Context: an optimization exercise on an open-source flow, tuned for a short achievable clock period and few clock cycles. The choices shown serve that exercise and are no tape-out recipe. The RTL was checked by simulation tests, not by an equivalence proof against the original design.

## yarrow
// cpu_top
module cpu_top(
    input clk,
    input rst,
    output [31:0] imem_addr,
    input  [31:0] imem_rdata,
    output [31:0] dmem_addr,
    output [31:0] dmem_wdata,
    output        dmem_we,
    input  [31:0] dmem_rdata
);
    reg [29:0] pcw;
    assign imem_addr = {pcw, 2'b00};
    wire [31:0] instr = imem_rdata;
    wire [4:0]  f_rs = instr[25:21];
    wire [4:0]  f_rt = instr[20:16];
    wire [31:0] f_imm = {{16{instr[15]}}, instr[15:0]};
    wire f_jump, f_condbr, f_regwrite, f_lw, f_sw, f_useimm, f_use_rs, f_use_rt;
    wire [4:0] f_rd;
    wire [4:0] f_aluop;    
    control_unit cu(.instr(instr), .jump(f_jump), .condbr(f_condbr), .regwrite(f_regwrite),
                    .lw(f_lw), .sw(f_sw), .useimm(f_useimm), .use_rs(f_use_rs), .use_rt(f_use_rt),
                    .rd(f_rd), .aluop(f_aluop));
    wire [29:0] pcw1 = pcw + 30'd1;
    wire [29:0] tc;
    wire tco;
    ks_carry #(30, 1, 5) TGT(.a(pcw), .b(f_imm[29:0]), .c(tc), .cout(tco));
    wire [29:0] f_targetw = pcw ^ f_imm[29:0] ^ tc;
    reg  [31:0] m_res, m_addr, m_wdata;
    reg  [4:0]  m_rd;
    reg         m_regwrite, m_lw, m_we;
    wire [31:0] m_wval = m_lw ? dmem_rdata : m_res;
    wire [31:0] f_a, f_b;
    reg_file rf(.clk(clk), .rst(rst), .we(m_regwrite), .rd_addr(m_rd), .rd_data(m_wval),
                .rs1_addr(f_rs), .rs2_addr(f_rt), .rs1_data(f_a), .rs2_data(f_b));
    reg [31:0] e_ax, e_bop, e_st;    
    reg [29:0] e_targetw;
    reg [4:0]  e_rd;
    reg [4:0]  e_aluop;
    reg        e_arith, e_inv, e_fs_ld;    
    reg        e_regwrite, e_lw, e_sw, e_condbr;
    wire fa_alu, fb_alu, fs_ld, stall;
    forwarding_unit fwd(.rs(f_rs), .rt(f_rt), .use_rs(f_use_rs), .use_rt(f_use_rt),
                        .prod_rd(e_rd), .prod_regwrite(e_regwrite), .prod_lw(e_lw),
                        .fa_alu(fa_alu), .fb_alu(fb_alu), .fs_ld(fs_ld), .stall(stall));
    wire [31:0] p, c, other;
    wire ltu;
    alu ALU(.ax(e_ax), .b(e_bop), .logop(e_aluop[3:1]), .slt(e_aluop[4]), .p(p), .c(c),
            .other(other), .ltu(ltu));
  ...
Size in the first run: about 1300 flip-flops, ~160 I/O pins, roughly 69000 um2 of cells after synthesis.
clock: 7.0 ns
lec_check: 0
abc_clock_period_in_ps: 2500
cap_margin: 20
core_margin: 2
core_utilization: 40
setup_slack_margin: 3.8
slew_margin: 20
tns_end_percent: 100
standard.sh (not shown) runs the stock make flow with config.mk's settings and CLKGATE_MAP_FILE= SYNTH_SCRIPT=/design/flow/synth_recipe.tcl, a recipe that flattens the netlist after the stock synthesis.
==> flow/flow/run.sh <==
#!/bin/bash
# The standard layout (the standard.sh, unchanged synthesis), except that the port
# buffers are sky130_fd_sc_hd__buf_4 (resizable within the buf family) instead of the
# default pick, clkdlybuf4s50_1, which repair cannot resize into a faster buffer.
set -o pipefail
bash standard.sh "BUFFER_PORTS_ARGS=-buffer_cell sky130_fd_sc_hd__buf_4" finish > standard.log 2>&1
Testbench counts of yarrow, summed over its fixed seeds: cycles 30,109.
The inputs of lagoon differ from those of yarrow as listed below.
==> flow/run.sh (new file) <==
#!/bin/bash
# synth_recipe.tcl (not shown) runs the flow's synth.tcl, then flattens the netlist and writes it again
# the make line also repeats each setting of config.mk as NAME=value (left out here)
make -C /OpenROAD-flow-scripts/flow DESIGN_CONFIG=/design/flow/config.mk WORK_HOME=/design/flow/orfs CLKGATE_MAP_FILE= SYNTH_SCRIPT=/design/flow/synth_recipe.tcl finish
removed: flow/flow/run.sh
removed: flow/standard.sh
Relative to yarrow, setup slack decreased by 0.043 ns in lagoon.
Overall fraction of global-route tracks in use: lagoon vs yarrow, no meaningful difference
lagoon went all the way through synthesis, placement and routing and the layout is clean on timing, DRC and antenna.
yarrow → lagoon: fill cell instance count of the final layout neither gained nor lost much, met2 routing resource usage after global routing neither gained nor lost much.
Cmp lagoon and yarrow / number of antenna violations at the first check in global routing / lower: yarrow
Lower instance count on the critical path among lagoon and yarrow: yarrow
Taking yarrow as the reference, in lagoon wire length per cell after detailed routing decreased by about 1.5% relative to the old numbers; sequential share of cell area held steady; wire length went down; final critical path time including I/O delays and setup grew by 0.043 ns; wire length of the first global-routing pass roughly the same.

[static timing again, ports no longer ideal]
No port has a modelled driver above. Below, the same layouts with a new extraction and two added sets of constraints. Step 1 assumes that a clkbuf_16 drives the clock port and a buf_2 every other input. Step 2, shift: input delay + t, output delay - t, t = (earliest + latest rising clock arrival at the registers) / 2. This alone moves slack from input paths to output paths. a / b / c = no drivers / after step 1 / after step 2; a / b = the first two.
run | t (ns) | setup slack, ns | worst register clock-pin slew, ns | cell pins on the clock port's net
yarrow | 0.901 | 3.732 / 3.504 / 2.603 | 0.06 / 0.06 | 1
lagoon | 0.905 | 3.689 / 3.383 / 2.477 | 0.07 / 0.07 | 1
After both steps every run listed still meets setup and hold. The setup slack of lagoon, which loses most, moves by -0.306 ns with the drivers and by -1.212 ns with both steps.
